Context: an optimization exercise on an open-source flow, tuned for small area and few clock cycles per item. The choices shown serve that exercise and are no tape-out recipe.
In this exercise RTL edits were held to simulation tests only and were not proved equivalent to the original.
No activity file was given, so power comes from the tool's default toggle rates.

alpha:
## SpiFlash
module SpiFlash
	(
		input logic			iClk,
		input logic			iRst,
		input logic			iWr,
		input logic 		iRd,
		input logic [31:0]	iAddr,
		input logic [7:0] 	iDataIn,
		output logic [7:0]	oDataOut,
		output logic 		oDone,
		output	logic 		oSpiCs,
		output	logic		oSpiClk,
		output	logic		oSpiMosi,
		input	logic		iSpiMiso
	);
Size: ~140 cells after synthesis, roughly 45 flip-flops, ~57 I/O pins.
export LEC_CHECK = 0
export CAP_MARGIN = 20
export CORE_MARGIN = 2
export CORE_UTILIZATION = 70
export SLEW_MARGIN = 20
create_clock -name core_clock -period 10.0 [get_ports {iClk}]
standard.sh (not shown) runs the stock make flow with config.mk's settings and CLKGATE_MAP_FILE= SYNTH_SCRIPT=/design/flow/synth_recipe.tcl, a recipe that flattens the netlist after the stock synthesis.
==> flow/flow/run.sh <==
#!/bin/bash
# Standard synthesis, then the standard ORFS layout with these changes:
# the port buffers are the smallest buffer cell, and CTS adds no dummy loads
# and builds the tree from small clock buffers.
set -euo pipefail
bash standard.sh synth > synth.log 2>&1
bash standard.sh \
  "BUFFER_PORTS_ARGS=-buffer_cell sky130_fd_sc_hd__buf_1" \
  "CTS_ARGS=-sink_clustering_enable -repair_clock_nets -dont_use_dummy_load -buf_list {sky130_fd_sc_hd__clkbuf_2 sky130_fd_sc_hd__clkbuf_4} -root_buf sky130_fd_sc_hd__clkbuf_4" \
  finish > layout.log 2>&1
Testbench counts of alpha, summed over its fixed seeds: cycles 155,028, items 480.
> inputs changed (alpha -> beta)
- CORE_UTILIZATION: 70 -> 40
==> flow/run.sh (new file) <==
#!/bin/bash
# synth_recipe.tcl (not shown) runs the flow's synth.tcl, then flattens the netlist and writes it again
# the make line also repeats each setting of config.mk as NAME=value (left out here)
make -C /OpenROAD-flow-scripts/flow DESIGN_CONFIG=/design/flow/config.mk WORK_HOME=/design/flow/orfs CLKGATE_MAP_FILE= SYNTH_SCRIPT=/design/flow/synth_recipe.tcl finish
removed: flow/flow/run.sh
removed: flow/standard.sh
==> run notes <==
beta vs alpha: proportion of layout cells with a drive suffix above 1 up. Number of placement rows, alpha and beta: smaller value in alpha. Taking alpha as the reference, in beta global-route wire length before repair increased by 11% relative to the old numbers, area added between synthesis and finish moved up, sequential share of layout area lost 11 points, clock share of power increased by 6.9 points relative to the old numbers, initial detailed-routing violation count picked up an extra 65. From alpha to beta the numbers moved as follows: number of well taps picked up an extra 21; wire length on met1 picked up an extra 120 µm; detailed-routing iteration count for the pre-antenna-repair pass picked up an extra 1; maximum achievable frequency lost 7.4%.
Setup changes, beta to gamma
==> flow/flow/run.sh (new file) <==
#!/bin/bash
# Standard synthesis, then the standard ORFS layout with these changes:
# the port buffers are the smallest buffer cell, and CTS adds no dummy loads
# and builds the tree from small clock buffers.
set -euo pipefail
bash standard.sh synth > synth.log 2>&1
bash standard.sh \
  "BUFFER_PORTS_ARGS=-buffer_cell sky130_fd_sc_hd__buf_1" \
  "CTS_ARGS=-sink_clustering_enable -repair_clock_nets -dont_use_dummy_load -buf_list {sky130_fd_sc_hd__clkbuf_2 sky130_fd_sc_hd__clkbuf_4} -root_buf sky130_fd_sc_hd__clkbuf_4" \
  finish > layout.log 2>&1
==> flow/standard.sh (new file) <==
#!/bin/bash
# synth_recipe.tcl (not shown) runs the flow's synth.tcl, then flattens the netlist and writes it again
# the make line also repeats each setting of config.mk as NAME=value (left out here)
make -C /OpenROAD-flow-scripts/flow DESIGN_CONFIG=/design/flow/config.mk WORK_HOME=/design/flow/orfs CLKGATE_MAP_FILE= SYNTH_SCRIPT=/design/flow/synth_recipe.tcl "${@:-finish}"
removed: flow/run.sh
Findings:
End point of the critical path: oDone -> beta, oSpiClk -> gamma. On shortest period the worst path allows, the higher figure sits with beta, not gamma. Synthesized cell count: beta vs gamma identical. Routability congestion estimate from global placement essentially unchanged between gamma and beta. The run showing the smaller fraction of power spent switching nets is beta. Re global-route usage: gamma and beta aren't equal, and the lower value belongs to gamma.
Input changes introduced in delta (baseline for comparison: gamma):
==> flow/flow/run.sh <==
#!/bin/bash
# Standard synthesis, then the standard ORFS layout with two changes:
# the port buffers are the smallest buffer cell, and CTS adds no dummy loads.
set -euo pipefail
bash standard.sh synth > synth.log 2>&1
bash standard.sh \
  "BUFFER_PORTS_ARGS=-buffer_cell sky130_fd_sc_hd__buf_1" \
  "CTS_ARGS=-sink_clustering_enable -repair_clock_nets -dont_use_dummy_load" \
  finish > layout.log 2>&1
[summary]
- Compared with gamma, in delta final worst-path cycle share saw a decrease, final area up 1.8%, first-pass GRT wire length has remained practically unchanged, standard-cell row count about even, die width about even.
- Taking gamma as the reference point, the shortest period the worst path allows of delta falls by 0.060 ns.
- As far as fraction of the mapped netlist area in adder cells goes, delta and gamma are indistinguishable; the numbers are identical.
- delta ended up with a lower routed length on met2 than gamma did.
- From delta to gamma, critical path depth did not move at all.
- Compared with gamma, delta shows power density over cell area higher by 2.1%.
- For the worst hold slack, delta came in 0.0060 ns lower than gamma did.
--- input diff delta..epsilon ---
- changing CORE_UTILIZATION from 40 to 70
==> flow/flow/run.sh <==
#!/bin/bash
# Standard synthesis, then the standard ORFS layout with these changes:
# the port buffers are the smallest buffer cell, and CTS adds no dummy loads
# and builds a small clock tree.
set -euo pipefail
bash standard.sh synth > synth.log 2>&1
bash standard.sh \
  "BUFFER_PORTS_ARGS=-buffer_cell sky130_fd_sc_hd__buf_1" \
  "CTS_ARGS=-repair_clock_nets -dont_use_dummy_load -sink_clustering_enable -sink_clustering_size 50 -sink_clustering_max_diameter 500 -buf_list {sky130_fd_sc_hd__clkbuf_16} -root_buf sky130_fd_sc_hd__clkbuf_16" \
  finish > layout.log 2>&1
- epsilon falls short of delta in worst hold slack.
- On sequential share of layout area: between delta and epsilon, it ends up lower for epsilon.
- Having completed the whole flow, epsilon delivered a layout that passed the timing, DRC and antenna checks.
- Run comparison: delta timing endpoint of the critical path oSpiClk; epsilon timing endpoint of the critical path oDone
- Per the comparison of epsilon with delta, count of vias placed by the detailed router increased by 77 relative to the old numbers, placer congestion estimate saw an increase, least setup slack across all paths after layout moved down, routed wire length higher.
- Compared with delta, epsilon shows a higher final period demand of the worst path.
- sky130_fd_sc_hd__dfrtp_1 as the cell at the slowest stage of the critical path was reported by epsilon, and sky130_fd_sc_hd__dfstp_2 by delta.

static timing again, ports no longer ideal:
The flow's constraints put no driver on any port. The routed layouts listed below were extracted and timed again, unchanged, in two steps. Step 1, drivers: a clkbuf_16 drives iClk and a buf_2 each remaining input, both assumed. Step 2 moves the port delays by t, midway between the first and last clock arrival at a register: inputs arrive t later, outputs are due t later. That takes back most of the time a late clock gives input paths. Slacks: ideal / step 1 / step 2; pairs: ideal / step 1.
run | t (ns) | setup WS [ns] | worst hold slack (ns) | slew at the worst register clock pin (ns) | worst data-port slew with drivers (ns)
alpha | 0.345 | 6.195 / 6.175 / 6.520 | 0.413 / 0.413 / 0.413 | 0.12 / 0.12 | 0.05
beta | 0.311 | 5.889 / 5.864 / 6.176 | 0.408 / 0.408 / 0.408 | 0.09 / 0.09 | 0.04
gamma | 0.357 | 6.247 / 6.224 / 6.582 | 0.421 / 0.421 / 0.421 | 0.12 / 0.12 | 0.04
delta | 0.306 | 6.307 / 6.283 / 6.590 | 0.415 / 0.415 / 0.415 | 0.08 / 0.08 | 0.04
epsilon | 0.309 | 6.279 / 6.246 / 6.556 | 0.412 / 0.412 / 0.412 | 0.06 / 0.06 | 0.05
After both steps setup and hold are still met in every run listed.
